What follows belongs to an exercise in optimizing a design on an open flow for small area; a production flow would make more cautious choices.
Only simulation tests tie the RTL to the original design; equivalence was not proved.
In runs 5 to 7 the design's own scripts or RTL, not TritonCTS, make the clock network.
The clock port is modelled as an ideal driver, which makes a skipped or thinned clock tree look cheaper than it is; a real chip needs a root buffer or a tree.
Power figures rest on the tool's default switching activity, not on a simulated workload.

## flow/design.v

```verilog
module i2c_drive(clk,rst_n,bit_ctrl,i2c_enable,i2c_rh_wl,i2c_addr,i2c_data_w,i2c_data_r,i2c_done,scl,sda_in,sda_out,sda_dir);
	input clk;
	input rst_n;
	input bit_ctrl;
	input i2c_enable;
	input i2c_rh_wl;
	input [15:0] i2c_addr;
	input [7:0] i2c_data_w;
	output reg [7:0] i2c_data_r;
	output reg i2c_done;
	output reg scl;
	input sda_in;		 
	output reg sda_out;	 
	output reg sda_dir;	 
	parameter idle=8'b0000_0001,send_addr=8'b0000_0010,addr_16=8'b0000_0100,addr_8=8'b0000_1000,
		data_wr=8'b0001_0000,addr_rd=8'b0010_0000,data_rd=8'b0100_0000,stop=8'b1000_0000;
	parameter slave_addr=7'b1010000;
	reg st_done;		 
	reg wr_flag;		 
	reg [6:0] cnt;		 
	reg [7:0] state;	 
	reg [7:0] next_state;	 
	reg [15:0] addr_t;	 
	reg [7:0] data_r;	 
	reg [7:0] data_wr_t;	 
	always @(posedge clk or negedge rst_n)
		begin
			if(!rst_n)
				state<=idle;
			else
				state<=next_state;
		end
	always @(*)
		begin
			case(state)
				idle:begin
					if(i2c_enable)
						next_state<=send_addr;
					else
						next_state<=idle;
					end
				send_addr:begin
					if(st_done)
						begin
							if(bit_ctrl==1'b1)
								next_state<=addr_16;
							else
								next_state<=addr_8;
						end
					else
						next_state<=send_addr;
					end
				addr_16:begin
					if(st_done)
						next_state<=addr_8;
					else
						next_state<=addr_16;
					end
				addr_8:begin
					if(st_done)
						begin
							if(wr_flag==1'b0)
								next_state<=data_wr;
							else
								next_state<=addr_rd;
						end
					else
						next_state<=addr_8;
					end
				data_wr:begin
					if(st_done)
						next_state<=stop;
					else
						next_state<=data_wr;
					end
				stop:begin
					if(st_done)
						next_state<=idle;
					else
						next_state<=stop;
					end
				addr_rd:begin
					if(st_done)
						next_state<=data_rd;
					else
						next_state<=addr_rd;
					end
				data_rd:begin
					if(st_done)
						next_state<=stop;
					else
						next_state<=data_rd;
					end
				default:next_state<=idle;
			endcase
		end
	always @(posedge clk or negedge rst_n)
		begin
			if(!rst_n)
				begin
					scl<=1'b1;
					sda_out<=1'b1;
					sda_dir<=1'b1;
					i2c_done<=1'b0;
					cnt<=7'd0;
					st_done<=1'b0;
					data_r<=8'd0;
					i2c_data_r<=8'd0;
					wr_flag<=1'b0;
					addr_t<=16'd0;
					data_wr_t<=8'd0;
				end
			else
				begin
					st_done<=1'b0;
					cnt<=cnt+1'b1;
					case(state)
						idle:begin
							scl<=1'b1;
							sda_out<=1'b1;
							sda_dir<=1'b1;
							i2c_done<=1'b0;
							cnt<=7'd0;
							if(i2c_enable)
								begin
									wr_flag<=i2c_rh_wl;
									addr_t<=i2c_addr;
									data_wr_t<=i2c_data_w;
								end
							end
						send_addr:begin
							case(cnt)
								7'd1:sda_out<=1'b0;
								7'd3:scl<=1'b0;
								7'd4:sda_out<=slave_addr[6];
								7'd5:scl<=1'b1;
								7'd7:scl<=1'b0;
								7'd8:sda_out<=slave_addr[5];
								7'd9:scl<=1'b1;
								7'd11:scl<=1'b0;
								7'd12:sda_out<=slave_addr[4];
								7'd13:scl<=1'b1;
								7'd15:scl<=1'b0;
								7'd16:sda_out<=slave_addr[3];
								7'd17:scl<=1'b1;
								7'd19:scl<=1'b0;
								7'd20:sda_out<=slave_addr[2];
								7'd21:scl<=1'b1;
								7'd23:scl<=1'b0;
								7'd24:sda_out<=slave_addr[1];
								7'd25:scl<=1'b1;
								7'd27:scl<=1'b0;
								7'd28:sda_out<=slave_addr[0];
								7'd29:scl<=1'b1;
								7'd31:scl<=1'b0;
								7'd32:sda_out<=1'b0;	 
								7'd33:scl<=1'b1;
								7'd35:scl<=1'b0;
								7'd36:begin
									sda_dir<=1'b0;	 
									sda_out<=1'b1;
									end
								7'd37:scl<=1'b1;
								7'd38:st_done<=1'b1;
								7'd39:begin
									scl<=1'b0;
									cnt<=7'd0;
									end
								default:;
							endcase
							end
						addr_16:begin
							case(cnt)
								7'd0:begin
									sda_dir<=1'b1;
									sda_out<=addr_t[15];
									end
								7'd1:scl<=1'b1;
								7'd3:scl<=1'b0;
								7'd4:sda_out<=addr_t[14];
								7'd5:scl<=1'b1;
								7'd7:scl<=1'b0;
								7'd8:sda_out<=addr_t[13];
								7'd9:scl<=1'b1;
								7'd11:scl<=1'b0;
								7'd12:sda_out<=addr_t[12];
								7'd13:scl<=1'b1;
								7'd15:scl<=1'b0;
								7'd16:sda_out<=addr_t[11];
								7'd17:scl<=1'b1;
								7'd19:scl<=1'b0;
								7'd20:sda_out<=addr_t[10];
								7'd21:scl<=1'b1;
								7'd23:scl<=1'b0;
								7'd24:sda_out<=addr_t[9];
								7'd25:scl<=1'b1;
								7'd27:scl<=1'b0;
								7'd28:sda_out<=addr_t[8];
								7'd29:scl<=1'b1;
								7'd31:scl<=1'b0;
								7'd32:begin
									sda_dir<=1'b0;	 
									sda_out<=1'b1;
									end
								7'd33:scl<=1'b1;
								7'd34:st_done<=1'b1;
								7'd35:begin
									scl<=1'b0;
									cnt<=7'd0;
									end
								default:;
							endcase
							end
						addr_8:begin
							case(cnt)
								7'd0:begin
									sda_dir<=1'b1;
									sda_out<=addr_t[7];
									end
								7'd1:scl<=1'b1;
								7'd3:scl<=1'b0;
								7'd4:sda_out<=addr_t[6];
								7'd5:scl<=1'b1;
								7'd7:scl<=1'b0;
								7'd8:sda_out<=addr_t[5];
								7'd9:scl<=1'b1;
								7'd11:scl<=1'b0;
								7'd12:sda_out<=addr_t[4];
								7'd13:scl<=1'b1;
								7'd15:scl<=1'b0;
								7'd16:sda_out<=addr_t[3];
								7'd17:scl<=1'b1;
								7'd19:scl<=1'b0;
								7'd20:sda_out<=addr_t[2];
								7'd21:scl<=1'b1;
								7'd23:scl<=1'b0;
								7'd24:sda_out<=addr_t[1];
								7'd25:scl<=1'b1;
								7'd27:scl<=1'b0;
								7'd28:sda_out<=addr_t[0];
								7'd29:scl<=1'b1;
								7'd31:scl<=1'b0;
								7'd32:begin
									sda_dir<=1'b0;	 
									sda_out<=1'b1;
									end
								7'd33:scl<=1'b1;
								7'd34:st_done<=1'b1;
								7'd35:begin
									scl<=1'b0;
									cnt<=7'd0;
									end
								default:;
							endcase
							end
						data_wr:begin
							case(cnt)
								7'd0:begin
									sda_out<=data_wr_t[7];
									sda_dir<=1'b1;
									end
								7'd1:scl<=1'b1;
								7'd3:scl<=1'b0;
								7'd4:sda_out<=data_wr_t[6];
								7'd5:scl<=1'b1;
								7'd7:scl<=1'b0;
								7'd8:sda_out<=data_wr_t[5];
								7'd9:scl<=1'b1;
								7'd11:scl<=1'b0;
								7'd12:sda_out<=data_wr_t[4];
								7'd13:scl<=1'b1;
								7'd15:scl<=1'b0;
								7'd16:sda_out<=data_wr_t[3];
								7'd17:scl<=1'b1;
								7'd19:scl<=1'b0;
								7'd20:sda_out<=data_wr_t[2];
								7'd21:scl<=1'b1;
								7'd23:scl<=1'b0;
								7'd24:sda_out<=data_wr_t[1];
								7'd25:scl<=1'b1;
								7'd27:scl<=1'b0;
								7'd28:sda_out<=data_wr_t[0];
								7'd29:scl<=1'b1;
								7'd31:scl<=1'b0;
								7'd32:begin
									sda_dir<=1'b0;	 
									sda_out<=1'b1;
									end
								7'd33:scl<=1'b1;
								7'd34:st_done<=1'b1;
								7'd35:begin
									scl<=1'b0;
									cnt<=7'd0;
									end
								default:;
							endcase
							end
						addr_rd:begin
							case(cnt)
								7'd0:begin
									sda_dir<=1'b1;
									sda_out<=1'b1;
									end
								7'd1:scl<=1'b1;
								7'd2:sda_out<=1'b0;	 
								7'd3:scl<=1'b0;
								7'd4:sda_out<=slave_addr[6];
								7'd5:scl<=1'b1;
								7'd7:scl<=1'b0;
								7'd8:sda_out<=slave_addr[5];
								7'd9:scl<=1'b1;
								7'd11:scl<=1'b0;
								7'd12:sda_out<=slave_addr[4];
								7'd13:scl<=1'b1;
								7'd15:scl<=1'b0;
								7'd16:sda_out<=slave_addr[3];
								7'd17:scl<=1'b1;
								7'd19:scl<=1'b0;
								7'd20:sda_out<=slave_addr[2];
								7'd21:scl<=1'b1;
								7'd23:scl<=1'b0;
								7'd24:sda_out<=slave_addr[1];
								7'd25:scl<=1'b1;
								7'd27:scl<=1'b0;
								7'd28:sda_out<=slave_addr[0];
								7'd29:scl<=1'b1;
								7'd31:scl<=1'b0;
								7'd32:sda_out<=1'b1;	 
								7'd33:scl<=1'b1;
								7'd35:scl<=1'b0;
								7'd36:begin
									sda_dir<=1'b0;	 
									sda_out<=1'b1;
									end
								7'd37:scl<=1'b1;
								7'd38:st_done<=1'b1;
								7'd39:begin
									scl<=1'b0;
									cnt<=7'd0;
									end
								default:;
							endcase
							end
						data_rd:begin
							case(cnt)
								7'd0:sda_dir<=1'b0;
								7'd1:begin
									data_r[7]<=sda_in;
									scl<=1'b1;
									end
								7'd3:scl<=1'b0;
								7'd5:begin
									data_r[6]<=sda_in;
									scl<=1'b1;
									end
								7'd7:scl<=1'b0;
								7'd9:begin
									data_r[5]<=sda_in;
									scl<=1'b1;
									end
								7'd11:scl<=1'b0;
								7'd13:begin
									data_r[4]<=sda_in;
									scl<=1'b1;
									end
								7'd15:scl<=1'b0;
								7'd17:begin
									data_r[3]<=sda_in;
									scl<=1'b1;
									end
								7'd19:scl<=1'b0;
								7'd21:begin
									data_r[2]<=sda_in;
									scl<=1'b1;
									end
								7'd23:scl<=1'b0;
								7'd25:begin
									data_r[1]<=sda_in;
									scl<=1'b1;
									end
								7'd27:scl<=1'b0;
								7'd29:begin
									data_r[0]<=sda_in;
									scl<=1'b1;
									end
								7'd31:scl<=1'b0;
								7'd32:begin
									sda_dir<=1'b1;		 
									sda_out<=1'b1;
									end
								7'd33:scl<=1'b1;
								7'd34:st_done<=1'b1;
								7'd35:begin
									scl<=1'b0;
									cnt<=7'd0;
									i2c_data_r<=data_r;
									end
								default:;
							endcase
							end
						stop:begin
							case(cnt)
								7'd0:begin
									sda_dir<=1'b1;
									sda_out<=1'b0;
									end
								7'd1:scl<=1'b1;
								7'd3:sda_out<=1'b1;
								7'd15:st_done<=1'b1;
								7'd16:begin
									cnt<=7'd0;
									i2c_done<=1'b1;
									end
								default:;
							endcase
							end
					endcase
				end
		end
endmodule
```

## flow/run.sh

```bash
#!/bin/bash
# synth_recipe.tcl (not shown) runs the flow's synth.tcl, then flattens the netlist and writes it again
# the make line also repeats each setting of config.mk as NAME=value (left out here)
make -C /OpenROAD-flow-scripts/flow DESIGN_CONFIG=/design/flow/config.mk WORK_HOME=/design/flow/orfs CLKGATE_MAP_FILE= SYNTH_SCRIPT=/design/flow/synth_recipe.tcl finish
```

## flow/config.mk

```make
export PLATFORM = sky130hd
export DESIGN_NAME = i2c_drive
export DESIGN_NICKNAME = i2c_drive
export VERILOG_FILES = /design/flow/design.v
export SDC_FILE = /design/flow/constraint.sdc
export NUM_CORES = 4
export LEC_CHECK = 0
export CAP_MARGIN = 20
export CORE_MARGIN = 2
export CORE_UTILIZATION = 40
export SLEW_MARGIN = 20
```

## flow/constraint.sdc

```tcl
create_clock -name core_clock -period 5.0 [get_ports {clk}]
set_input_delay 1.0000 -clock core_clock [delete_from_list [all_inputs] [get_ports {clk}]]
set_output_delay 1.0000 -clock core_clock [all_outputs]
set_load 0.01 [all_outputs]
```

==> results of run 1 <==
Yosys cell counts (all sizes together), types with 2 or more instances:
cell	instances	area share
a21oi	4	0.0058
a311oi	3	0.0076
a31oi	3	0.0054
a32oi	3	0.0076
and2	3	0.0054
and3	3	0.0069
and4	2	0.0051
buf	13	0.022
clkbuf	8	0.0087
dfrtp	57	0.41
dfstp	4	0.030
ha	4	0.015
inv	7	0.0076
mux2	48	0.16
nand2	23	0.025
nand2b	4	0.0073
nand3	12	0.017
nand4	9	0.016
nand4b	4	0.015
nor2	31	0.035
nor2b	6	0.011
nor3	10	0.019
nor3b	3	0.0065
nor4	2	0.0036
nor4b	2	0.0051
nor4bb	2	0.0058
o2111a	3	0.0098
o2111ai	4	0.010
o21ai	13	0.019
o22ai	2	0.0036
o31ai	2	0.0044
xnor2	3	0.0076
xor2	7	0.018
state kept, by name, summed over array words and instances (netlist names):
signal      flops
state           8
data_wr_t       8
cnt             7
i2c_done        1
addr_t         16
st_done         1
sda_dir         1
sda_out         1
wr_flag         1
data_r          8
scl             1
i2c_data_r      8
per-layer routing:
layer / global-route usage / vias to the layer above / wire, um / share of wire
met4: 0.0596 / 0 / 102 / 0.013
met3: 0.0368 / 8 / 294 / 0.037
met5: 0 / - / 0 / 0
li1: - / 1275 / - / -
met2: 0.267 / 51 / 3690 / 0.46
met1: 0.253 / 1320 / 3900 / 0.49
per-stage QoR:
step	instances	area (um2)	util	worst slack (ns)
6_report	469	4100	0.494	2.33
5_1_grt	469	4100	0.494	2.19
2_1_floorplan	327	3450	-	2.84
3_3_place_gp	453	3890	0.469	2.21
4_1_cts	469	4090	0.493	2.35
3_5_place_dp	453	3890	0.469	2.19
critical path, cell delays in order, from the launching register on:
cell      delay [ns]
dfrtp_1         0.99
mux2_2          0.44
a221oi_1        0.31
a211oi_1        0.12
or4b_1          0.47
mux2_2          0.27
cells in the final DEF (no fill, tap or decap), types with 4 or more instances in the layout:
| cell | n |
|---|---|
| nor2b_1 | 6 |
| a21oi_1 | 4 |
| nand3_1 | 12 |
| dfrtp_1 | 57 |
| o2111ai_1 | 4 |
| xor2_1 | 7 |
| mux2_2 | 48 |
| nand4_1 | 9 |
| inv_1 | 7 |
| clkbuf_8 | 9 |
| o21ai_0 | 13 |
| nand2b_1 | 4 |
| nor2_1 | 29 |
| clkdlybuf4s50_1 | 40 |
| nor3_1 | 8 |
| ha_1 | 4 |
| dfstp_2 | 4 |
| nand2_1 | 22 |
final cells by class:
class	count	share of cell area
multi-input cells	238	0.438
flip-flops and latches	61	0.374
repair buffers	42	0.101
well taps	105	0.0321
clock buffers	9	0.0302
clock inverters	7	0.0183
inverters	7	0.00641
power groups by stage:
stage / Combinational (uW) / Sequential (uW) / Clock [uW]
after global placement: 637 / 771 / 0
after CTS: 649 / 765 / 453
after floorplan: 529 / 706 / 0
final: 641 / 764 / 444
after global routing: 707 / 788 / 481
after detailed placement: 646 / 774 / 0
how the worst min path moves through the flow:
stage                     cells past startpoint          from  slack, ns           end
after detailed placement                      1  data_wr_t[6]       0.48  data_wr_t[6]
final                                         1     addr_t[2]       0.50     addr_t[2]
after floorplan                               1     addr_t[6]       0.47     addr_t[6]
after CTS                                     1  data_wr_t[6]       0.50  data_wr_t[6]
after global routing                          1    addr_t[14]       0.51    addr_t[14]
after global placement                        1     addr_t[1]       0.48     addr_t[1]
cells by family (layout without fill, tap and decap cells):
group                      after synthesis  in the layout  synth area share
adders and majority gates                4              4            0.0145
and+or+nand+nor                        122            122             0.199
buffers and inverters                   28             65            0.0381
AOI/OAI and AO/OA                       52             52             0.111
DFF                                     61             61             0.444
muxes                                   50             50             0.167
xor gates and xnor gates                10             10            0.0254
==> results.yml, run 1 <==
grt:
  first_global_vias: 2591
  grt_overflow: 0
  antenna_found_initial: 0
  grt_pass1_wl_um: 13500
  grt_max_degree: 62
  track_usage: 0.176
sta:
  worst_pin_slew_ns: 0.989
  post-route-period-util: 0.534
  fmax_mhz: 374
  rsz0062_at_grt: "no"
  fin_skew_ns: 0.0122
  report.final.slew_viol_count: 0
  relSlewSlack: 0.340
  fin_tns_setup_ns: 0
  hold_ws_ns: 0.501
  period_needed_ns: 2.67
  setup_viol: 0
  hold_violations: 0
die:
  die-area_um2: 9380
  die_w_um: 96.9
  start_util: 0.416
  die_h_um: 96.9
  core_area_um2: 8300
  boundaryPins: 42
  rows: 33
clocking:
  post_cts_resize_count: 0
  clkTransAtPathRegs_ns: 0.07
  cts.path.max_buffers: 2
  cts_setup_buffers: 0
  cts_sinks: 61
  htreeDepth: 3
  insertion_delay_ns: 0.34
  cts_tree: "yes"
  cts_root_buf: "clkbuf_8"
  cts_hold_buffers: 0
  cts_buffers: 9
worst_setup_path:
  cp.required_ns: 5.27
  startpoint_type: "flop"
  worst-r2r-cell-count: 5
  critPathKind: "flop to flop"
  cp_max_fo: 27
  r2r_setup_slack_ns: 2.33
  reg2reg_to: "sda_out"
  worstSetupEndpoint: "sda_out"
  arrival_ns: 2.94
  startpoint: "cnt[2]"
  timing.rr.start: "cnt[2]"
  endpoint_kind: "flop"
logic_synthesis:
  avgSynthCellArea_um2: 10.5
  synth_cell_types: 63
  ys.warnings.count: 1
  ys_seq_area_frac: 0.444
  ys.flop_type: "dfrtp_1"
  synth_edf_count: 0
  synth-seq-cells: 61
  postSynth.asyncResetShare: 1.00
  synth_cells: 327
  syn_area_um2: 3450
  synth_fp_nets: 361
power_and_ir_drop:
  powerDensity_nw_per_um2: 451
  leakagePower_uw: 0.00169
  seq_power_share: 0.413
  p_sw_uw: 640
  ir_worst_vdd_mv: 0.185
  switching_share: 0.346
  pwr-share-clk: 0.240
  internal_power_uw: 1210
  total_power_uw: 1850
  p_comb_frac: 0.347
hold_path:
  hp-class: "flop to flop"
route:
  ant_nets: 0
  finalWirelength_um: 7990
  drt-pass1-iter-count: 4
  first_iter_violations: 191
  drc_errors: 0
  vias_per_cell: 5.66
  wl_per_cell_um: 17.0
  dr_total_vias: 2654
final_layout:
  nNetsFinal: 393
  diodes: 0
  fillers: 777
  multi_input_area_um2: 1800
  area_growth_pct: 18.8
  layout-drive-gt1-share: 0.223
  seq_area_um2: 1530
job:
  cap_violations: 0
placement:
  gp_congestion: 0.873
  post-dp-hpwl_um: 5500
  portBuffers: 41
status:
  outcome: "no timing/DRC/antenna violations"
==> run 2: changes to the inputs <==
==> flow/design.v (replaced) <==
module i2c_drive(clk,rst_n,bit_ctrl,i2c_enable,i2c_rh_wl,i2c_addr,i2c_data_w,i2c_data_r,i2c_done,scl,sda_in,sda_out,sda_dir);
	input clk;
	input rst_n;
	input bit_ctrl;
	input i2c_enable;
	input i2c_rh_wl;
	input [15:0] i2c_addr;
	input [7:0] i2c_data_w;
	output reg [7:0] i2c_data_r;
	output i2c_done;
	output scl;
	input sda_in;
	output sda_out;
	output sda_dir;
	localparam IDLE=3'd0, SA=3'd1, A16=3'd2, A8=3'd3, DW=3'd4, AR=3'd5, DR=3'd6, STOP=3'd7;
	reg [2:0] state;
	reg [3:0] slot;		 
	reg [1:0] g;		 
	reg wr_flag;		 
	reg [15:0] addr_t;
	reg [7:0] sh;		 
	wire qa = g==2'b00;	 
	wire qd = g==2'b10;	 
	wire s_idle = state==IDLE;
	wire s_sa   = state==SA;
	wire s_a16  = state==A16;
	wire s_a8   = state==A8;
	wire s_dw   = state==DW;
	wire s_ar   = state==AR;
	wire s_dr   = state==DR;
	wire s_stop = state==STOP;
	wire lng = s_sa | s_ar;
	wire [3:0] last = s_stop ? 4'd3 : lng ? 4'd9 : 4'd8;
	wire ph_end = qd & (slot==last);
	wire shift = ~slot[3] & ((qd & s_dw) | (qa & s_dr));
	always @(posedge clk) begin
		if (s_idle) begin
			addr_t <= i2c_addr;
			sh <= i2c_data_w;
			wr_flag <= i2c_rh_wl;
		end else if (shift)
			sh <= {sh[6:0], sda_in};
	end
	always @(posedge clk) begin
		if (s_idle)
			slot <= 4'd15;
		else if (ph_end)
			slot <= 4'd0;
		else if (qd)
			slot <= slot + 4'd1;
	end
	always @(posedge clk or negedge rst_n) begin
		if (!rst_n) begin
			state <= IDLE;
			g <= 2'b10;
		end else begin
			g <= s_idle ? 2'b10 : {g[0], ~g[1]};
			case (state)
				IDLE: if (i2c_enable) state <= SA;
				SA:   if (ph_end) state <= bit_ctrl ? A16 : A8;
				A16:  if (ph_end) state <= A8;
				A8:   if (ph_end) state <= wr_flag ? AR : DW;
				DW:   if (ph_end) state <= STOP;
				AR:   if (ph_end) state <= DR;
				DR:   if (ph_end) state <= STOP;
				STOP: if (ph_end) state <= IDLE;
			endcase
		end
	end
	always @(posedge clk or negedge rst_n) begin
		if (!rst_n)
			i2c_data_r <= 8'd0;
		else if (s_dr & slot[3] & g==2'b11)
			i2c_data_r <= sh;
	end
	assign i2c_done = s_idle & ~g[1];
	assign scl = g[0] | s_idle | (s_sa & (slot==4'd15 | (slot==4'd0 & ~qd))) | (s_stop & ~(slot==4'd0 & qa));
	assign sda_dir = s_dr ? slot[3] : ~(slot==last & (lng | s_a16 | s_a8 | s_dw));
	reg bitv;
	always @(*) begin
		case (state)
			SA:   bitv = slot==4'd0 ? qa : (slot[0] & (~slot[2] | slot[3]));
			AR:   bitv = slot==4'd0 ? ~g[1] : (slot[0] & (~slot[2] | slot[3])) | (slot[3] & ~slot[0]);
			A16:  bitv = addr_t[{1'b1, ~slot[2:0]}];
			A8:   bitv = addr_t[{1'b0, ~slot[2:0]}];
			DW:   bitv = sh[7];
			STOP: bitv = slot!=4'd0 | qd;
			default: bitv = 1'b1;
		endcase
	end
	assign sda_out = bitv;
endmodule
==> flow/flow/run.sh (new file) <==
#!/bin/bash
set -euo pipefail
export BUFFER_PORTS_ARGS="-buffer_cell sky130_fd_sc_hd__buf_1"
export CTS_ARGS="-sink_clustering_enable -repair_clock_nets -dont_use_dummy_load"
bash standard.sh > flow_standard.log 2>&1
==> flow/standard.sh (new file) <==
#!/bin/bash
# synth_recipe.tcl (not shown) runs the flow's synth.tcl, then flattens the netlist and writes it again
# the make line also repeats each setting of config.mk as NAME=value (left out here)
make -C /OpenROAD-flow-scripts/flow DESIGN_CONFIG=/design/flow/config.mk WORK_HOME=/design/flow/orfs CLKGATE_MAP_FILE= SYNTH_SCRIPT=/design/flow/synth_recipe.tcl "${@:-finish}"
removed: flow/run.sh
==> run 2 against run 1 <==
  * Still clean
  * Maximum frequency fell by 19%
  * Utilization fell by 2.1 points
  * Via count fell by 48%
  * First-iteration DRC count fell by 63%
  * Routed wire length fell by 53%
  * Clock skew rose by 0.0040 ns
  * Non-clock buffer count did not move
  * Clock power fell by 57%
  * Sequential share of layout area rose by 14 points
  * Power fell by 69%
  * Largest cell class is now flip-flops and latches
  * Largest power group unchanged
==> results.yml, run 2 <==
status:
  outcome: "no timing/DRC/antenna violations"
die:
  boundaryPins: 42
  rows: 25
  die-area_um2: 5540
  die_w_um: 74.5
  start_util: 0.418
  die_h_um: 74.5
  core_area_um2: 4750
power_and_ir_drop:
  p_sw_uw: 109
  seq_power_share: 0.644
  switching_share: 0.191
  internal_power_uw: 463
  total_power_uw: 572
  powerDensity_nw_per_um2: 255
  pwr-share-clk: 0.334
  ir_worst_vdd_mv: 0.172
  p_comb_frac: 0.022
  leakagePower_uw: 0.000766
sta:
  hold_ws_ns: 0.503
  postLayoutSetupSlackWorst_ns: 1.70
  rsz0062_at_grt: "no"
  report.final.slew_viol_count: 0
  setup_viol: 0
  fin_tns_setup_ns: 0
  period_needed_ns: 3.30
  post-route-period-util: 0.660
  fmax_mhz: 303
  hold_violations: 0
  worst_pin_slew_ns: 0.711
  relSlewSlack: 0.526
  fin_skew_ns: 0.0162
placement:
  pre_cts_slack_ns: 2.00
  gp_congestion: 0.901
  post-dp-hpwl_um: 2670
  portBuffers: 41
clocking:
  insertion_delay_ns: 0.29
  cts_sinks: 42
  cts.path.max_buffers: 2
  cts_setup_buffers: 0
  post_cts_resize_count: 0
  clkTransAtPathRegs_ns: 0.07
  cts_hold_buffers: 0
  cts_buffers: 5
  cts_root_buf: "clkbuf_8"
  cts_tree: "yes"
  htreeDepth: 2
route:
  finalWirelength_um: 3730
  ant_nets: 0
  first_iter_violations: 70
  drc_errors: 0
  wl_per_cell_um: 14.3
  drt-pass1-iter-count: 4
  vias_per_cell: 5.28
  dr_total_vias: 1374
hold_path:
  hp-class: "flop to flop"
final_layout:
  layout-drive-gt1-share: 0.166
  fillers: 464
  nNetsFinal: 227
  multi_input_area_um2: 759
  diodes: 0
  top_register: "addr_t"
  final_common_cell: "buf_1"
  layout_common_cells: "41 x buf_1, 25 x edfxtp_1, 17 x mux2_2"
  seq_area_um2: 1160
  area_growth_pct: 13.1
  top_regs: "addr_t: 16 flops, i2c_data_r: 8 flops, sh: 8 flops"
  largest_reg_flops: 16
grt:
  grt_max_degree: 34
  first_global_vias: 1308
  antenna_found_initial: 0
  grt_overflow: 0
  track_usage: 0.149
  grt_pass1_wl_um: 6220
logic_synthesis:
  synth.most_common_cell: "edfxtp_1"
  ys_top_cells_by_count: "25 x edfxtp_1, 17 x mux2_2, 12 x dfrtp_1, 12 x nand2_1"
  avgSynthCellArea_um2: 12.6
  synthTopCellsByArea: "edfxtp_1 38%, dfrtp_1 15%, mux2_2 9.6%"
  synth-seq-cells: 42
  synth_cell_types: 45
  synth_top_area_cell: "edfxtp_1"
  synth_top_area_share: 0.378
  ys_seq_area_frac: 0.583
  postSynth.asyncResetShare: 0.310
  ys.flop_type: "edfxtp_1"
  synth_cells: 158
  ys.warnings.count: 1
  synth_fp_nets: 190
  synth_edf_count: 25
  syn_area_um2: 1990
worst_setup_path:
  cp_slowest_stage_delay_ns: 0.70
  critPathKind: "flop to output pin"
  crit_path_top_delay_cell: "dfxtp_1"
  arrival_ns: 2.30
  endpoint_kind: "output pin"
  cp_max_fo: 15
  path_cells: "inv_1 > ha_1 > nor2_1 > a211oi_1 > o211a_1 > nor4_1 > o211ai_1 > buf_1"
  cp.required_ns: 4.00
  startpoint_type: "flop"
job:
  cap_violations: 0
run 2: cell types whose count changed after synthesis, moves of 5 or more:
cell,before,now
dfrtp_1,57,12
mux2_2,48,17
edfxtp_1,0,25
nor2_1,29,9
nand2_1,23,12
nand3_1,12,2
o21ai_0,13,6
xor2_1,7,0
buf_2,9,3
nand4_1,9,3
a21oi_1,4,9
run 2: cell families after synthesis:
family | Yosys count | synth area share
compound gates | 31 | 0.105
xor+xnor | 1 | 0.00441
fa+ha+maj | 2 | 0.0126
buf+inv | 16 | 0.0378
flops | 42 | 0.583
mux | 21 | 0.142
simple gates | 45 | 0.116
run 2: metal layers:
metal  share of wire  GRT usage  vias to the layer above
met5               0          0                        -
met1            0.44      0.208                      669
met4           0.014     0.0536                        0
met3           0.047     0.0339                        6
li1                -          -                      664
met2            0.50      0.231                       35
run 2: critical path: cells and delay by family (launching register included):
family | cells | cell delay [ns]
AO/OA/AOI/OAI | 3 | 0.42
adder cells (fa/ha/maj) | 1 | 0.26
buffers and inverters | 2 | 0.26
flip-flops | 1 | 0.70
AND/OR/NAND/NOR | 2 | 0.37
run 2: power groups by stage:
stage,Clock (uW),Sequential (uW),Combinational (uW)
floorplan,0,375,3.33
global placement,0,376,12.6
detailed placement,0,376,13.1
CTS,200,369,13.1
global route,217,369,14.9
finish,191,369,12.7
run 2: worst paths after layout:
check / start / end / slack [ns] / cells past startpoint
setup / recovery: slot[0] / sda_out / 1.70 / 8
hold / removal: sh[4] / i2c_data_r[4] / 0.50 / 1
setup reg to reg: state[2] / sh[2] / 2.64 / 4
hold reg to reg: sh[4] / i2c_data_r[4] / 0.50 / 1
max in group asynchronous: rst_n / i2c_data_r[1] / 3.81 / 1
min in group asynchronous: rst_n / i2c_data_r[0] / 0.73 / 1
run 2: layout make-up:
type,instances,area share
flip-flops and latches,42,0.515
well taps,67,0.0373
repair buffers,42,0.0719
inverters,4,0.00669
multi-input cells,100,0.338
clock buffers,5,0.0306
run 2: through the flow:
step / cell area (um2) / utilization / cells
detailed placement: 2180 / 0.458 / 255
floorplan: 1990 / - / 158
global placement: 2180 / 0.458 / 255
CTS: 2250 / 0.472 / 260
finish: 2250 / 0.472 / 260
global route: 2250 / 0.472 / 260
==> run 3: changes to the inputs <==
==> flow/run.sh (new file) <==
#!/bin/bash
# synth_recipe.tcl (not shown) runs the flow's synth.tcl, then flattens the netlist and writes it again
# the make line also repeats each setting of config.mk as NAME=value (left out here)
make -C /OpenROAD-flow-scripts/flow DESIGN_CONFIG=/design/flow/config.mk WORK_HOME=/design/flow/orfs CLKGATE_MAP_FILE= SYNTH_SCRIPT=/design/flow/synth_recipe.tcl finish
removed: flow/flow/run.sh
removed: flow/standard.sh
==> run 3 against run 2 <==
  * Still clean on timing, DRC and antenna
  * Non-clock buffer count stayed put
  * Highest routed layer unchanged
  * Sequential power hardly changed
  * Worst hold slack better by 0.0064 ns
  * Largest power group unchanged
  * Clock skew is 0.015 ns lower
  * Maximum frequency is 9.6% lower
==> results.yml, run 3 <==
status:
  outcome: "no timing/DRC/antenna violations"
worst_setup_path:
  startpoint_type: "flop"
  cp.required_ns: 4.00
  cp_max_fo: 15
  endpoint_kind: "output pin"
  worst-r2r-cell-count: 4
  critPathKind: "flop to output pin"
  arrival_ns: 2.65
clocking:
  insertion_delay_ns: 0.28
  cts_buffers: 5
  cts_root_buf: "clkbuf_8"
  cts_setup_buffers: 0
  clkTransAtPathRegs_ns: 0.08
  htreeDepth: 2
  post_cts_resize_count: 0
  cts_tree: "yes"
  cts.path.max_buffers: 2
  cts_hold_buffers: 0
  cts_sinks: 42
sta:
  fin_tns_setup_ns: 0
  report.final.slew_viol_count: 0
  relSlewSlack: 0.511
  fmax_mhz: 274
  setup_viol: 0
  period_needed_ns: 3.65
  worst_pin_slew_ns: 0.731
  post-route-period-util: 0.730
  rsz0062_at_grt: "no"
  fin_skew_ns: 0.00165
  hold_violations: 0
  hold_ws_ns: 0.509
power_and_ir_drop:
  leakagePower_uw: 0.000904
  powerDensity_nw_per_um2: 275
  ir_worst_vdd_mv: 0.165
die:
  rows: 25
  die-area_um2: 5540
  core_area_um2: 4750
  boundaryPins: 42
  start_util: 0.418
  die_h_um: 74.5
  die_w_um: 74.5
logic_synthesis:
  syn_area_um2: 1990
  synth_cells: 158
  ys_seq_area_frac: 0.583
  synth_cell_types: 45
  ys.warnings.count: 1
  synthTopCellsByArea: "edfxtp_1 38%, dfrtp_1 15%, mux2_2 9.6%"
  ys_top_cells_by_count: "25 x edfxtp_1, 17 x mux2_2, 12 x dfrtp_1, 12 x nand2_1"
  synth_top_area_cell: "edfxtp_1"
  postSynth.asyncResetShare: 0.310
  synth.most_common_cell: "edfxtp_1"
  synth-seq-cells: 42
  avgSynthCellArea_um2: 12.6
  synth_edf_count: 25
  synth_fp_nets: 190
  ys.flop_type: "edfxtp_1"
  synth_top_area_share: 0.378
placement:
  portBuffers: 41
  post-dp-hpwl_um: 2830
  gp_congestion: 0.851
grt:
  first_global_vias: 1412
  track_usage: 0.159
  grt_overflow: 0
  grt_pass1_wl_um: 6630
  antenna_found_initial: 0
  grt_max_degree: 34
route:
  drc_errors: 0
  drt-pass1-iter-count: 4
  vias_per_cell: 5.31
  finalWirelength_um: 3990
  first_iter_violations: 136
  ant_nets: 0
  dr_total_vias: 1396
  wl_per_cell_um: 15.2
final_layout:
  layout_common_cells: "41 x clkdlybuf4s50_1, 25 x edfxtp_1, 17 x mux2_2"
  top_register: "addr_t"
  diodes: 0
  top_regs: "addr_t: 16 flops, i2c_data_r: 8 flops, sh: 8 flops"
  final_common_cell: "clkdlybuf4s50_1"
  nNetsFinal: 227
  layout-drive-gt1-share: 0.173
  fillers: 433
  area_growth_pct: 29.2
  largest_reg_flops: 16
hold_path:
  hp-class: "flop to flop"
  holdPathStages: 1
job:
  cap_violations: 0
-- run 3: cell counts after synthesis --
No cell type changed its count.
-- run 3: worst max-delay path, stage by stage (launching register included) --
cell	delay (ns)
dfxtp_1	0.70
inv_1	0.12
ha_1	0.26
nor3b_1	0.16
nand2_1	0.11
o21ai_0	0.08
and3_1	0.22
o211ai_1	0.16
clkdlybuf4s50_1	0.56
-- run 3: metal layers --
metal	GRT usage	share of wire	vias up
li1	-	-	668
met1	0.218	0.44	679
met4	0.0694	0.016	0
met2	0.240	0.50	42
met5	0	0	-
met3	0.0434	0.050	7
-- run 3: path summary, 6_finish.rpt --
path	slack [ns]	end	startpoint
min in group asynchronous	1.09	i2c_data_r[7]	rst_n
worst max-delay path	1.35	sda_out	slot[0]
worst max register to register	2.57	sh[0]	state[1]
max in group asynchronous	3.51	i2c_data_r[1]	rst_n
worst min-delay path	0.51	i2c_data_r[3]	sh[3]
worst min register to register	0.51	i2c_data_r[3]	sh[3]
-- run 3: area by class of cell --
| class | instances | area (um2) | area share |
|---|---|---|---|
| flip-flops and latches | 42 | 1160 | 0.451 |
| clock buffers | 5 | 68.8 | 0.0268 |
| multi-input cells | 100 | 759 | 0.296 |
| clock inverters | 3 | 63.8 | 0.0249 |
| repair buffers | 42 | 418 | 0.163 |
| inverters | 4 | 15.0 | 0.00585 |
| well taps | 67 | 83.8 | 0.0327 |
-- run 3: kinds of logic (layout without fill, tap and decap cells) --
logic type	count (synthesis)	in the layout	share of synthesized area
AND/OR/NAND/NOR	45	45	0.116
adder cells (fa/ha/maj)	2	2	0.0126
flip-flops	42	42	0.583
multiplexers	21	21	0.142
buffers and inverters	16	54	0.0378
XOR/XNOR	1	1	0.00441
AO/OA/AOI/OAI	31	31	0.105
-- run 3: where the power goes --
part | internal [uW] | total [uW] | leakage, uW | switching, uW
Clock | 198 | 309 | 0.0000658 | 111
Sequential | 366 | 368 | 0.000423 | 2.07
Combinational | 21.3 | 28.2 | 0.000415 | 6.89
Total | 585 | 705 | 0.000904 | 120
-- run 3: per-stage QoR --
step	setup WS [ns]	total power, uW	instance area [um2]	util	std cells
final	1.35	705	2570	0.540	263
after global routing	1.10	732	2570	0.540	263
after CTS	1.32	714	2570	0.540	263
after detailed placement	1.65	404	2430	0.512	255
after global placement	1.73	403	2430	0.512	255
after floorplan	2.52	378	1990	-	158
==> run 4: changes to the inputs <==
==> flow/flow/run.sh (new file) <==
#!/bin/bash
# The standard layout with three changes:
#  - Yosys's technology mapping (abc) uses an area-oriented script
#    (flow/abc_area_map.script) in place of ORFS's delay-oriented one;
#  - ports are buffered with the smallest buffer (buf_1);
#  - the clock tree has no dummy loads.
# Registers come from the standard synthesis unchanged (abc maps only the
# combinational logic).
set -euo pipefail
here=$(pwd)
rm -rf "$here/orfs_scripts"
cp -r "$FLOW_HOME/scripts" "$here/orfs_scripts"
cp "$here/flow/abc_area_map.script" "$here/orfs_scripts/abc_speed.script"
cp "$here/flow/abc_area_map.script" "$here/orfs_scripts/abc_area.script"
export SCRIPTS_DIR="$here/orfs_scripts"
export BUFFER_PORTS_ARGS="-buffer_cell sky130_fd_sc_hd__buf_1"
export CTS_ARGS="-sink_clustering_enable -repair_clock_nets -dont_use_dummy_load"
bash standard.sh > "$here/flow_standard.log" 2>&1
==> flow/flow/abc_area_map.script (new file) <==
strash
dch -f
map -a
strash
dch -f
map -a
==> flow/standard.sh (new file) <==
#!/bin/bash
# synth_recipe.tcl (not shown) runs the flow's synth.tcl, then flattens the netlist and writes it again
# the make line also repeats each setting of config.mk as NAME=value (left out here)
make -C /OpenROAD-flow-scripts/flow DESIGN_CONFIG=/design/flow/config.mk WORK_HOME=/design/flow/orfs CLKGATE_MAP_FILE= SYNTH_SCRIPT=/design/flow/synth_recipe.tcl "${@:-finish}"
removed: flow/run.sh
==> run 4 against run 3 <==
  * Highest routed layer unchanged
  * Combinational power rose to 16 times the previous value
  * Worst setup slack better by 0.27 ns
  * Final area down 16%
  * Critical path type unchanged
==> results.yml, run 4 <==
status:
  outcome: "no timing/DRC/antenna violations"
final_layout:
  nNetsFinal: 258
  fillers: 426
  top_regs: "addr_t: 16 flops, i2c_data_r: 8 flops, sh: 8 flops"
  diodes: 0
  top_register: "addr_t"
  area_growth_pct: 16.3
  layout-drive-gt1-share: 0.0759
  final_common_cell: "buf_1"
  fin_cells: 276
  largest_reg_flops: 16
  seq_area_um2: 1160
  layout_common_cells: "41 x buf_1, 35 x nand2_1, 25 x edfxtp_1"
  multi_input_area_um2: 644
  fin_area_um2: 2160
clocking:
  cts_setup_buffers: 0
  post_cts_resize_count: 0
  htreeDepth: 2
  cts_root_buf: "clkbuf_8"
  cts_hold_buffers: 0
  cts_sinks: 42
  insertion_delay_ns: 0.28
  cts_buffers: 5
  cts_tree: "yes"
  cts.path.max_buffers: 2
  clkTransAtPathRegs_ns: 0.07
die:
  die-area_um2: 5210
  die_w_um: 72.2
  boundaryPins: 42
  rows: 24
  die_h_um: 72.2
  start_util: 0.421
  core_area_um2: 4410
worst_setup_path:
  cp_max_fo: 13
  worst-path-buf-inv: 2
  worst-r2r-cell-count: 9
  endpoint_kind: "output pin"
  cp_slowest_stage_delay_ns: 0.61
  crit_family: "flip-flops"
  crit_path_top_delay_cell: "dfxtp_1"
  crit_top_cell: "nand2_1"
  arrival_ns: 2.38
  startpoint_type: "flop"
  cp.required_ns: 4.00
  critPathKind: "flop to output pin"
  cp.depth: 9
  path_cells: "clkinv_1 > ha_1 > nand2_1 > nor2_1 > nand2_1 > nand2_1 > a21oi_1 > o2111ai_1 > buf_1"
grt:
  track_usage: 0.165
  grt_pass1_wl_um: 6550
  antenna_found_initial: 0
  first_global_vias: 1387
  grt_overflow: 0
  grt_max_degree: 32
sta:
  worst_pin_slew_ns: 0.788
  period_needed_ns: 3.38
  post-route-period-util: 0.676
  relSlewSlack: 0.474
  fin_tns_setup_ns: 0
  report.final.slew_viol_count: 0
  setup_viol: 0
  fmax_mhz: 296
  fin_skew_ns: 0.0101
  hold_violations: 0
  hold_ws_ns: 0.506
  rsz0062_at_grt: "no"
route:
  first_iter_violations: 143
  wl_per_cell_um: 14.2
  dr_total_vias: 1475
  drc_errors: 0
  ant_nets: 0
  drt-pass1-iter-count: 4
  vias_per_cell: 5.34
  finalWirelength_um: 3910
placement:
  gp_congestion: 0.846
  dpl.cell_count: 271
  portBuffers: 41
  post-dp-hpwl_um: 2830
  place_area_um2: 2090
power_and_ir_drop:
  total_power_uw: 1280
  leakagePower_uw: 0.000830
  powerDensity_nw_per_um2: 593
  ir_worst_vdd_mv: 0.276
logic_synthesis:
  synth_top_area_cell: "edfxtp_1"
  synth_cells: 176
  synthTopCellsByArea: "edfxtp_1 40%, dfrtp_1 16%, nand2_1 7.1%"
  ys_top_cells_by_count: "35 x nand2_1, 25 x edfxtp_1, 22 x nor2_1"
  synth-seq-cells: 42
  syn_area_um2: 1860
  synth_edf_count: 25
  avgSynthCellArea_um2: 10.6
  ys.flop_type: "edfxtp_1"
  ys.warnings.count: 1
  synth.most_common_cell: "nand2_1"
  synth_cell_types: 23
  ys_seq_area_frac: 0.623
  synth_top_area_share: 0.404
  postSynth.asyncResetShare: 0.310
  synth_fp_nets: 208
hold_path:
  holdPathStages: 1
  hp-class: "flop to flop"
job:
  cap_violations: 0
run 4: cell types whose count changed in the layout (fill, tap and decap cells not counted), moves of 4 or more:
cell             delta
clkdlybuf4s50_1    -41
mux4_2              -4
nor2_1             +13
o221ai_1            +4
o21ai_0             +9
nand2_1            +23
mux2_2              -9
buf_1              +41
a31oi_1             +4
clkinv_1           +14
run 4: layer usage:
layer / track usage / wire length, um
met2: 0.251 / 1850
met5: 0 / 0
met3: 0.0458 / 218
met1: 0.222 / 1790
met4: 0.0713 / 60
run 4: where the power goes:
| part | internal [uW] | switching, uW | total, uW |
|---|---|---|---|
| Combinational | 141 | 318 | 459 |
| Clock | 90.0 | 100 | 190 |
| Sequential | 545 | 87.4 | 633 |
| Total | 776 | 506 | 1280 |
run 4: cells by family (layout without fill, tap and decap cells):
| kind of cell | after synthesis | after routing | share of synthesized area |
|---|---|---|---|
| AO/OA/AOI/OAI | 37 | 37 | 0.122 |
| flip-flops | 42 | 42 | 0.623 |
| XOR/XNOR | 3 | 3 | 0.0141 |
| buffers and inverters | 15 | 63 | 0.0303 |
| AND/OR/NAND/NOR | 69 | 69 | 0.149 |
| multiplexers | 8 | 8 | 0.0485 |
| adder cells (fa/ha/maj) | 2 | 2 | 0.0135 |
run 4: path summary, 6_finish.rpt:
kind	start	endpoint	slack, ns
worst min register to register	i2c_data_r[5]	i2c_data_r[5]	0.51
worst min-delay path	i2c_data_r[5]	i2c_data_r[5]	0.51
worst max-delay path	slot[0]	sda_out	1.62
min in group asynchronous	rst_n	i2c_data_r[0]	0.77
max in group asynchronous	rst_n	state[2]	3.73
worst max register to register	slot[0]	state[2]	2.40
run 4: layout make-up:
cell class	count	area share
flip-flops and latches	42	0.536
multi-input cells	119	0.298
repair buffers	43	0.0782
clock buffers	5	0.0318
well taps	52	0.0301
inverters	15	0.0261
run 4: per-stage QoR:
stage	util	setup slack (ns)
6_report	0.490	1.62
5_1_grt	0.490	1.39
4_1_cts	0.490	1.63
3_5_place_dp	0.474	1.93
3_3_place_gp	0.474	2.01
2_1_floorplan	-	2.03
run 4: worst reg2reg max path, cell delays in order (launching register included):
cell	delay (ns)
dfxtp_1	0.61
clkinv_1	0.42
nor2_1	0.27
nand3_1	0.10
o41ai_1	0.07
nand2_1	0.16
nor3_1	0.42
a21oi_1	0.17
nor2_1	0.17
xor2_1	0.15
==> run 5: changes to the inputs <==
==> flow/flow/run.sh (replaced) <==
#!/bin/bash
# The standard layout (standard.sh) with these changes:
#  - Yosys's technology mapping (abc) uses an area-oriented script
#    (flow/abc_area_map.script) in place of ORFS's delay-oriented one; the
#    registers come from the standard synthesis unchanged, abc maps only the
#    combinational logic;
#  - ports are buffered with the smallest buffer (buf_1);
#  - the clock tree is built by flow/manual_cts.tcl: the clock port drives one
#    root buffer, which drives one leaf buffer per cluster of registers.
# ORFS's scripts are copied here and patched; each tool's log stays in
# orfs/logs, and make's output in flow_standard.log.
set -euo pipefail
here=$(pwd)
rm -rf "$here/orfs_scripts"
cp -r "$FLOW_HOME/scripts" "$here/orfs_scripts"
cp "$here/flow/abc_area_map.script" "$here/orfs_scripts/abc_speed.script"
cp "$here/flow/abc_area_map.script" "$here/orfs_scripts/abc_area.script"
python3 - "$here/orfs_scripts/cts.tcl" "$here/flow/manual_cts.tcl" <<'PY'
import sys
p, m = sys.argv[1], sys.argv[2]
s = open(p).read()
old = "log_cmd clock_tree_synthesis {*}$cts_args"
assert old in s
s = s.replace(old, "source %s\nmanual_clock_tree sky130_fd_sc_hd__clkbuf_1 sky130_fd_sc_hd__clkbuf_8 3\ndetailed_placement" % m)
open(p, "w").write(s)
PY
export SCRIPTS_DIR="$here/orfs_scripts"
export BUFFER_PORTS_ARGS="-buffer_cell sky130_fd_sc_hd__buf_1"
bash standard.sh > "$here/flow_standard.log" 2>&1
==> flow/flow/abc_area_map.script (replaced) <==
strash
&get -n
&deepsyn -T 20
&put
dch -f
amap
==> flow/flow/manual_cts.tcl (new file) <==
# A two-level clock tree: the clock port drives one root buffer, which drives
# one leaf buffer per cluster of registers (k-means on the clock pins'
# locations); each leaf buffer sits at its cluster's centre.
proc mcts_connect { block master name in_net sinks x y } {
  set buf [odb::dbInst_create $block $master $name]
  set net [odb::dbNet_create $block "clknet_$name"]
  $net setSigType CLOCK
  foreach it $sinks {
    $it disconnect
    $it connect $net
  }
  [$buf findITerm A] connect $in_net
  [$buf findITerm X] connect $net
  $buf setLocation [expr { int($x) }] [expr { int($y) }]
  $buf setPlacementStatus PLACED
}

proc manual_clock_tree { root_name leaf_name k } {
  set block [ord::get_db_block]
  set db [ord::get_db]
  set port_net [[$block findBTerm clk] getNet]
  $port_net setSigType CLOCK
  set sinks {}
  set xs {}
  set ys {}
  foreach it [$port_net getITerms] {
    lappend sinks $it
    set loc [[$it getInst] getLocation]
    lappend xs [lindex $loc 0]
    lappend ys [lindex $loc 1]
  }
  set n [llength $sinks]
  # k-means, seeded with evenly spaced sinks sorted by x
  set order [lsort -integer -indices $xs]
  set cx {}
  set cy {}
  for { set c 0 } { $c < $k } { incr c } {
    set i [lindex $order [expr { int(($c + 0.5) * $n / $k) }]]
    lappend cx [lindex $xs $i]
    lappend cy [lindex $ys $i]
  }
  for { set iter 0 } { $iter < 50 } { incr iter } {
    set asg {}
    for { set i 0 } { $i < $n } { incr i } {
      set best 0
      set bd 1e30
      for { set c 0 } { $c < $k } { incr c } {
        set d [expr { abs([lindex $xs $i] - [lindex $cx $c]) + abs([lindex $ys $i] - [lindex $cy $c]) }]
        if { $d < $bd } { set bd $d; set best $c }
      }
      lappend asg $best
    }
    set ncx {}
    set ncy {}
    for { set c 0 } { $c < $k } { incr c } {
      set sx 0.0; set sy 0.0; set m 0
      for { set i 0 } { $i < $n } { incr i } {
        if { [lindex $asg $i] == $c } {
          set sx [expr { $sx + [lindex $xs $i] }]
          set sy [expr { $sy + [lindex $ys $i] }]
          incr m
        }
      }
      if { $m > 0 } {
        lappend ncx [expr { $sx / $m }]
        lappend ncy [expr { $sy / $m }]
      } else {
        lappend ncx [lindex $cx $c]
        lappend ncy [lindex $cy $c]
      }
    }
    set cx $ncx
    set cy $ncy
  }
  set root_net_sinks {}
  set leaf_master [$db findMaster $leaf_name]
  set rx 0.0; set ry 0.0
  for { set c 0 } { $c < $k } { incr c } {
    set cs {}
    for { set i 0 } { $i < $n } { incr i } {
      if { [lindex $asg $i] == $c } { lappend cs [lindex $sinks $i] }
    }
    if { [llength $cs] == 0 } { continue }
    # the leaf buffer's input starts on the port net; it moves to the root's net below
    mcts_connect $block $leaf_master "clkbuf_1_${c}_clk" $port_net $cs [lindex $cx $c] [lindex $cy $c]
    lappend root_net_sinks [[$block findInst "clkbuf_1_${c}_clk"] findITerm A]
    set rx [expr { $rx + [lindex $cx $c] }]
    set ry [expr { $ry + [lindex $cy $c] }]
    puts "manual clock tree: leaf $c $leaf_name drives [llength $cs] sinks"
  }
  set kk [llength $root_net_sinks]
  mcts_connect $block [$db findMaster $root_name] "clkbuf_0_clk" $port_net $root_net_sinks [expr { $rx / $kk }] [expr { $ry / $kk }]
  puts "manual clock tree: root $root_name drives $kk leaves"
}
--- a/flow/config.mk
+++ b/flow/config.mk
@@ -7,5 +7,5 @@
 export LEC_CHECK = 0
-export CAP_MARGIN = 20
+export CAP_MARGIN = 0
 export CORE_MARGIN = 2
 export CORE_UTILIZATION = 40
-export SLEW_MARGIN = 20
+export SLEW_MARGIN = 0
==> run 5 against run 4 <==
  * Worst hold slack gained 0.012 ns
  * Die area shrank 4.2%
  * Largest power group unchanged
  * Synthesized area shrank 4.4%
  * Routed wire length is essentially flat
  * Global-route usage shrank 0.60 points
==> results.yml, run 5 <==
sta:
  setup_viol: 0
  report.final.slew_viol_count: 0
  fmax_mhz: 271
  rsz0062_at_grt: "no"
  fin_skew_ns: 0.0115
  fin_tns_setup_ns: 0
  period_needed_ns: 3.69
  worst_pin_slew_ns: 1.28
  relSlewSlack: 0.140
  post-route-period-util: 0.738
  hold_violations: 0
final_layout:
  utilization: 0.476
  seq_area_um2: 1160
  layout-drive-gt1-share: 0.0359
  multi_input_area_um2: 553
  top_regs: "addr_t: 16 flops, i2c_data_r: 8 flops, sh: 8 flops"
  fillers: 430
  diodes: 0
  layout_common_cells: "41 x buf_1, 25 x edfxtp_1, 18 x clkinv_1, 18 x nor2_1, 12 x dfrtp_1"
  nNetsFinal: 229
  area_growth_pct: 15.9
  fin_area_um2: 2060
  largest_reg_flops: 16
  final_common_cell: "buf_1"
  top_register: "addr_t"
worst_setup_path:
  path_cells: "clkinv_1 > nand2_1 > nor2_2 > buf_4 > clkinv_1 > nand2_1 > nor2_1 > o21ai_0 > buf_1"
  crit_path_top_delay_cell: "clkinv_1"
  timing.rr.start: "state[1]"
  reg2reg_to: "sh[6]"
  endpoint_kind: "output pin"
  cp_max_fo: 29
  cp.required_ns: 4.00
  startpoint_type: "flop"
  arrival_ns: 2.69
  worst-r2r-cell-count: 6
  startpoint: "state[1]"
  crit_family: "buffers and inverters"
  cp_slowest_stage_delay_ns: 0.50
  r2r_setup_slack_ns: 2.32
  critPathKind: "flop to output pin"
  worst-path-buf-inv: 4
logic_synthesis:
  synthTopCellsByArea: "edfxtp_1 42%, dfrtp_1 17%, dfxtp_1 4.5%"
  postSynth.asyncResetShare: 0.310
  ys_seq_area_frac: 0.652
  avgSynthCellArea_um2: 12.0
  synth_top_area_cell: "edfxtp_1"
  synth_edf_count: 25
  syn_area_um2: 1780
  ys.flop_type: "edfxtp_1"
  ys_top_cells_by_count: "25 x edfxtp_1, 19 x nor2_1, 18 x clkinv_1"
  synth_cells: 148
  synth-seq-cells: 42
  synth_cell_types: 28
  synth_top_area_share: 0.423
  synth_fp_nets: 180
  synth.most_common_cell: "edfxtp_1"
  ys.warnings.count: 1
die:
  boundaryPins: 42
  die-area_um2: 4990
  core_area_um2: 4320
  die_h_um: 70.6
  die_w_um: 70.6
  start_util: 0.411
  rows: 24
placement:
  post-dp-hpwl_um: 2910
  portBuffers: 41
  place_area_um2: 2010
  gp_congestion: 0.944
power_and_ir_drop:
  ir_worst_vdd_mv: 0.242
  leakagePower_uw: 0.000724
  powerDensity_nw_per_um2: 550
route:
  first_iter_violations: 130
  ant_nets: 0
  dr_total_vias: 1374
  drc_errors: 0
  finalWirelength_um: 3910
  drt-pass1-iter-count: 4
  vias_per_cell: 5.56
  wl_per_cell_um: 15.8
grt:
  track_usage: 0.159
  grt_overflow: 0
  grt_max_degree: 30
  grt_pass1_wl_um: 6570
  first_global_vias: 1362
  antenna_found_initial: 0
hold_path:
  holdPathStages: 1
  hp-start: "i2c_data_r[7]"
  hp-class: "flop to flop"
  worstHoldEndpoint: "i2c_data_r[7]"
clocking:
  post_cts_resize_count: 0
  cts_hold_buffers: 0
  insertion_delay_ns: 0.49
  cts_setup_buffers: 0
  clkTransAtPathRegs_ns: 0.10
job:
  cap_violations: 0
status:
  outcome: "no timing/DRC/antenna violations"
run 5: cell types whose count changed after synthesis, sizes merged, moves of 3 or more:
| cell | before | now |
|---|---|---|
| a22o | 1 | 8 |
| o21ai | 16 | 9 |
| clkinv | 15 | 18 |
| o22a | 0 | 8 |
| mux2 | 8 | 0 |
| nor3 | 7 | 4 |
| nand2 | 35 | 10 |
| a21oi | 7 | 1 |
| nor2 | 22 | 19 |
| xor2 | 3 | 0 |
run 5: layout make-up:
cell class / count / share of cell area
sequential: 42 / 0.563
multi-input combinational: 88 / 0.269
timing repair buffer: 43 / 0.0821
inverter: 18 / 0.0328
tap: 52 / 0.0316
buffer: 4 / 0.0219
run 5: cells by family (layout without fill, tap and decap cells):
group                    after synthesis  after routing  share of synthesized area
adder cells (fa/ha/maj)                2              2                     0.0141
buffers and inverters                 18             65                     0.0381
flip-flops                            42             42                      0.652
AND/OR/NAND/NOR                       39             39                     0.0923
AO/OA/AOI/OAI                         47             47                      0.204
run 5: routing by layer:
metal	vias to the layer above	GRT usage	wire [um]
met2	44	0.267	1880
li1	666	-	-
met4	0	0.0314	85
met5	-	0	0
met1	657	0.226	1740
met3	7	0.0185	211
run 5: how the worst max path moves through the flow:
stage / endpoint / cells past startpoint
after floorplan: sda_dir / 5
after global placement: scl / 9
after detailed placement: scl / 9
after CTS: scl / 9
after global routing: scl / 9
final: scl / 9
run 5: metrics by stage:
| step | std cells | setup WS [ns] | hold slack (ns) | total power [uW] |
|---|---|---|---|---|
| 3_5_place_dp | 243 | 1.84 | 0.504 | 983 |
| 6_report | 247 | 1.31 | 0.518 | 1130 |
| 4_1_cts | 247 | 1.85 | 0.504 | 1100 |
| 3_3_place_gp | 243 | 1.92 | 0.490 | 969 |
| 5_1_grt | 247 | 1.03 | 0.543 | 1220 |
| 2_1_floorplan | 148 | 1.16 | 0.476 | 840 |
run 5: power by group:
group / switching, uW / internal (uW)
Sequential: 79.6 / 474
Combinational: 264 / 156
Clock: 101 / 56.2
Total: 445 / 686
==> run 6: changes to the inputs <==
--- a/flow/config.mk
+++ b/flow/config.mk
@@ -9,3 +9,3 @@
 export CORE_MARGIN = 2
-export CORE_UTILIZATION = 40
+export CORE_UTILIZATION = 65
 export SLEW_MARGIN = 0
==> run 6 against run 5 <==
  * Largest cell class unchanged
  * Global-route usage up 8.7 points
  * Critical path depth unchanged
  * Flip-flop and latch count unchanged
  * Utilization up 33 points
  * Maximum frequency up 1.9%
  * Cell count down 8.9%
  * Highest routed layer unchanged
  * Still clean on timing, DRC and antenna
  * Via count up 3.9%
  * Combinational power about the same
==> results.yml, run 6 <==
status:
  outcome: "no timing/DRC/antenna violations"
placement:
  portBuffers: 41
  post-dp-hpwl_um: 2770
  gp_congestion: 0.950
  dpl.cell_count: 221
  place_area_um2: 1980
logic_synthesis:
  ys_top_cells_by_count: "25 x edfxtp_1, 19 x nor2_1, 18 x clkinv_1"
  synth_cell_types: 28
  synth_cells: 148
  synth_fp_nets: 180
  postSynth.asyncResetShare: 0.310
  synthTopCellsByArea: "edfxtp_1 42%, dfrtp_1 17%, dfxtp_1 4.5%"
  synth_top_area_cell: "edfxtp_1"
  ys.warnings.count: 1
  synth-seq-cells: 42
  ys_seq_area_frac: 0.652
  synth_top_area_share: 0.423
  ys.flop_type: "edfxtp_1"
  avgSynthCellArea_um2: 12.0
  synth.most_common_cell: "edfxtp_1"
  syn_area_um2: 1780
  synth_edf_count: 25
power_and_ir_drop:
  pwr-share-clk: 0.131
  powerDensity_nw_per_um2: 554
  p_comb_frac: 0.375
  switching_share: 0.389
  seq_power_share: 0.493
  leakagePower_uw: 0.000724
  internal_power_uw: 686
  total_power_uw: 1120
  p_sw_uw: 437
  ir_worst_vdd_mv: 0.464
final_layout:
  top_register: "addr_t"
  layout-drive-gt1-share: 0.0359
  layout_common_cells: "41 x buf_1, 25 x edfxtp_1, 18 x clkinv_1, 18 x nor2_1, 12 x dfrtp_1"
  fin_cells: 225
  utilization: 0.805
  final_common_cell: "buf_1"
  nNetsFinal: 229
  top_regs: "addr_t: 16 flops, i2c_data_r: 8 flops, sh: 8 flops"
  fin_area_um2: 2030
  diodes: 0
  area_growth_pct: 14.3
  largest_reg_flops: 16
sta:
  worst_pin_slew_ns: 1.23
  report.final.slew_viol_count: 0
  hold_violations: 0
  period_needed_ns: 3.62
  post-route-period-util: 0.724
  fmax_mhz: 276
  setup_viol: 0
  fin_skew_ns: 0.0144
  relSlewSlack: 0.173
  fin_tns_setup_ns: 0
  rsz0062_at_grt: "no"
worst_setup_path:
  cp.required_ns: 4.00
  critPathKind: "flop to output pin"
  cp_max_fo: 29
  endpoint_kind: "output pin"
  arrival_ns: 2.62
  startpoint_type: "flop"
route:
  dr_total_vias: 1428
  finalWirelength_um: 3690
  wl_per_cell_um: 16.4
  first_iter_violations: 118
  drc_errors: 0
  vias_per_cell: 6.35
  ant_nets: 0
  drt-pass1-iter-count: 4
die:
  die_w_um: 56.3
  boundaryPins: 42
  core_area_um2: 2520
  die-area_um2: 3170
  start_util: 0.704
  rows: 18
  die_h_um: 56.3
grt:
  grt_pass1_wl_um: 6330
  grt_overflow: 0
  track_usage: 0.246
  first_global_vias: 1420
  antenna_found_initial: 0
  grt_max_degree: 30
clocking:
  clkTransAtPathRegs_ns: 0.09
  insertion_delay_ns: 0.46
  cts_setup_buffers: 0
  cts_hold_buffers: 0
  post_cts_resize_count: 0
hold_path:
  hp-class: "flop to flop"
job:
  cap_violations: 0
-- run 6: cell counts in the layout (fill, tap and decap cells not counted) --
Identical to the previous run, type by type.
-- run 6: final cells by class --
type | instances | area, um2
well taps | 30 | 37.5
flip-flops and latches | 42 | 1160
repair buffers | 43 | 169
multi-input cells | 88 | 553
fillers | 167 | 493
inverters | 18 | 67.6
plain buffers | 4 | 45.0
-- run 6: power groups by stage --
stage,logic (uW),clock network (uW),registers [uW]
floorplan,297,0,543
global placement,400,0,555
detailed placement,415,0,560
CTS,416,116,560
global route,475,162,566
finish,422,147,554
-- run 6: path summary, 6_finish.rpt --
path / start / end / slack [ns] / cells after the start
min in group asynchronous: rst_n / i2c_data_r[5] / 0.55 / 1
max: state[1] / scl / 1.38 / 9
max in group asynchronous: rst_n / i2c_data_r[2] / 3.99 / 1
min reg2reg: i2c_data_r[3] / i2c_data_r[3] / 0.52 / 1
max reg2reg: state[1] / sh[2] / 2.32 / 6
min: i2c_data_r[3] / i2c_data_r[3] / 0.52 / 1
-- run 6: cells by family (layout without fill, tap and decap cells) --
group                      Yosys count  after routing  share of synthesized area
adders and majority gates            2              2                     0.0141
AOI/OAI and AO/OA                   47             47                      0.204
buffers and inverters               18             65                     0.0381
DFF                                 42             42                      0.652
and+or+nand+nor                     39             39                     0.0923
-- run 6: critical path: stages, from the launching register on --
cell and delay, ns:
dfrtp_1 0.43, clkinv_1 0.13, nand2_1 0.13, nor2_2 0.10, buf_4 0.33, clkinv_1 0.49, nand2_1 0.24, nor2_1 0.05
o21ai_0 0.07, buf_1 0.17
-- run 6: metal layers --
metal / up-vias / global-route usage / share of wire
li1: 665 / - / -
met1: 662 / 0.322 / 0.40
met2: 88 / 0.429 / 0.50
met3: 13 / 0.0323 / 0.083
met4: 0 / 0.0782 / 0.024
met5: - / 0 / 0
-- run 6: per-stage QoR --
step,hold WS [ns],setup WS [ns]
after floorplan,0.476,1.16
after global placement,0.483,1.96
after detailed placement,0.501,1.93
after CTS,0.501,1.92
after global routing,0.534,1.16
final,0.516,1.38
==> run 7: changes to the inputs <==
--- a/flow/config.mk
+++ b/flow/config.mk
@@ -7,5 +7,5 @@
 export LEC_CHECK = 0
-export CAP_MARGIN = 0
+export CAP_MARGIN = 20
 export CORE_MARGIN = 2
-export CORE_UTILIZATION = 65
-export SLEW_MARGIN = 0
+export CORE_UTILIZATION = 40
+export SLEW_MARGIN = 20
==> run 7 against run 6 <==
  * Sequential share of layout area decreased by 0.76 points
  * Clock skew decreased by 0.0030 ns
  * Die area increased by 58%
  * Worst hold slack improved by 0.0022 ns
  * Synthesized cell count unchanged
  * Critical path depth unchanged
  * Maximum frequency decreased by 1.3%
  * Clock power increased by 7%
  * Final area increased by 1.4%
  * Register-to-register slack improved by 0.05 ns
  * Cell count increased by 9.8%
  * Utilization decreased by 33 points
  * Critical endpoint unchanged
  * Largest cell class unchanged
  * Highest routed layer unchanged
==> results.yml, run 7 <==
logic_synthesis:
  synth_edf_count: 25
  synthTopCellsByArea: "edfxtp_1 42%, dfrtp_1 17%, dfxtp_1 4.5%"
  synth_cells: 148
  ys_top_cells_by_count: "25 x edfxtp_1, 19 x nor2_1, 18 x clkinv_1"
  ys_seq_area_frac: 0.652
  avgSynthCellArea_um2: 12.0
  synth.most_common_cell: "edfxtp_1"
  syn_area_um2: 1780
  synth_top_area_share: 0.423
  ys.warnings.count: 1
  synth_fp_nets: 180
  postSynth.asyncResetShare: 0.310
  synth_cell_types: 28
  synth-seq-cells: 42
  ys.flop_type: "edfxtp_1"
  synth_top_area_cell: "edfxtp_1"
worst_setup_path:
  arrival_ns: 2.67
  cp_max_fo: 29
  startpoint_type: "flop"
  critPathKind: "flop to output pin"
  endpoint_kind: "output pin"
  cp.required_ns: 4.00
route:
  first_iter_violations: 131
  wl_per_cell_um: 15.8
  vias_per_cell: 5.52
  drc_errors: 0
  dr_total_vias: 1363
  finalWirelength_um: 3900
  ant_nets: 0
  drt-pass1-iter-count: 4
die:
  start_util: 0.411
  die_h_um: 70.6
  die_w_um: 70.6
  rows: 24
  die-area_um2: 4990
  core_area_um2: 4320
  boundaryPins: 42
final_layout:
  top_regs: "addr_t: 16 flops, i2c_data_r: 8 flops, sh: 8 flops"
  layout_common_cells: "41 x buf_1, 25 x edfxtp_1, 18 x clkinv_1, 18 x nor2_1, 12 x dfrtp_1"
  nNetsFinal: 229
  fillers: 430
  seq_area_um2: 1160
  multi_input_area_um2: 553
  diodes: 0
  top_register: "addr_t"
  final_common_cell: "buf_1"
  largest_reg_flops: 16
  layout-drive-gt1-share: 0.0359
  area_growth_pct: 15.9
sta:
  setup_viol: 0
  fin_skew_ns: 0.0114
  hold_ws_ns: 0.519
  worst_pin_slew_ns: 0.817
  fin_tns_setup_ns: 0
  fmax_mhz: 272
  post-route-period-util: 0.734
  hold_violations: 0
  report.final.slew_viol_count: 0
  period_needed_ns: 3.67
  relSlewSlack: 0.452
  rsz0062_at_grt: "no"
grt:
  grt_overflow: 0
  grt_pass1_wl_um: 6570
  first_global_vias: 1362
  track_usage: 0.159
  grt_max_degree: 30
  antenna_found_initial: 0
power_and_ir_drop:
  ir_worst_vdd_mv: 0.242
  powerDensity_nw_per_um2: 549
  leakagePower_uw: 0.000724
hold_path:
  hp-class: "flop to flop"
clocking:
  clkTransAtPathRegs_ns: 0.10
  cts_setup_buffers: 0
  cts_hold_buffers: 0
  insertion_delay_ns: 0.49
  post_cts_resize_count: 0
placement:
  portBuffers: 41
  gp_congestion: 0.944
  post-dp-hpwl_um: 2910
job:
  cap_violations: 0
status:
  outcome: "no timing/DRC/antenna violations"
-- run 7: stage by stage --
step           cells  setup WS, ns  total power [uW]  utilization  area [um2]
2_1_floorplan    148          1.16               840            -        1780
3_3_place_gp     243          1.92               969        0.465        2010
3_5_place_dp     243          1.84               983        0.465        2010
4_1_cts          247          1.85              1100        0.476        2060
5_1_grt          247          1.02              1220        0.476        2060
6_report         247          1.33              1130        0.476        2060
-- run 7: cell type report --
type,instances,area share
Tap cell,52,0.0316
Buffer,4,0.0219
Multi-Input combinational cell,88,0.269
Inverter,18,0.0328
Timing Repair Buffer,43,0.0821
Sequential cell,42,0.563
-- run 7: cells by family (layout without fill, tap and decap cells) --
logic type      after synthesis  after routing  synth area share
buf+inv                      18             65            0.0381
simple gates                 39             39            0.0923
compound gates               47             47             0.204
flops                        42             42             0.652
fa+ha+maj                     2              2            0.0141
-- run 7: power breakdown --
group	internal [uW]	switching (uW)	leakage, uW
registers	474	79.4	0.000428
logic	156	264	0.000274
clock network	56.2	101	0.0000228
-- run 7: metal layers --
metal	vias to the layer above	routed length, um	GRT usage
li1	664	-	-
met1	654	1730	0.226
met2	38	1880	0.267
met3	7	205	0.0185
met4	0	85	0.0314
met5	-	0	0
-- run 7: worst paths after layout --
kind                          startpoint            end  slack (ns)  cells past startpoint
max reg2reg                     state[1]          sh[6]        2.37                      6
min reg2reg                i2c_data_r[7]  i2c_data_r[7]        0.52                      1
min in group asynchronous          rst_n  i2c_data_r[0]        0.53                      1
min                        i2c_data_r[7]  i2c_data_r[7]        0.52                      1
max in group asynchronous          rst_n  i2c_data_r[7]        3.99                      1
max                             state[1]            scl        1.33                      9
-- run 7: worst max-delay path: stages (launching register included) --
cell and delay (ns):
dfrtp_1 0.42, clkinv_1 0.14, nand2_1 0.13, nor2_2 0.09, buf_4 0.33, clkinv_1 0.49
nand2_1 0.25, nor2_1 0.05, o21ai_0 0.08, buf_1 0.18

separate check: timing with driven ports:
In the flow no input, the clock included, has a driving cell. The finished layouts below were timed again as built, in two steps.
Step 1 assumes that a clkbuf_16 drives the clock port and a buf_2 every other input.
Step 2 times the ports against the registers' clock, not the clock port: input delays grow and output delays shrink by t, the midpoint of the rising clock arrivals with the driver on.
a / b / c = ideal / step 1 / step 2; a / b = the first two.
run	t, ns	setup WS [ns]	worst data-port slew with drivers (ns)	pins driven straight from the clock port
run 1	0.369	2.328 / 2.328 / 2.328	0.03	1
run 2	0.303	1.701 / 1.678 / 1.981	0.03	1
run 3	0.311	1.350 / 1.324 / 1.635	0.04	1
run 4	0.306	1.620 / 1.593 / 1.899	0.03	1
run 5	0.510	1.310 / 1.288 / 1.798	0.04	1
run 6	0.474	1.378 / 1.362 / 1.836	0.04	1
run 7	0.510	1.330 / 1.308 / 1.818	0.04	1
After both steps setup and hold are still met in every run listed.
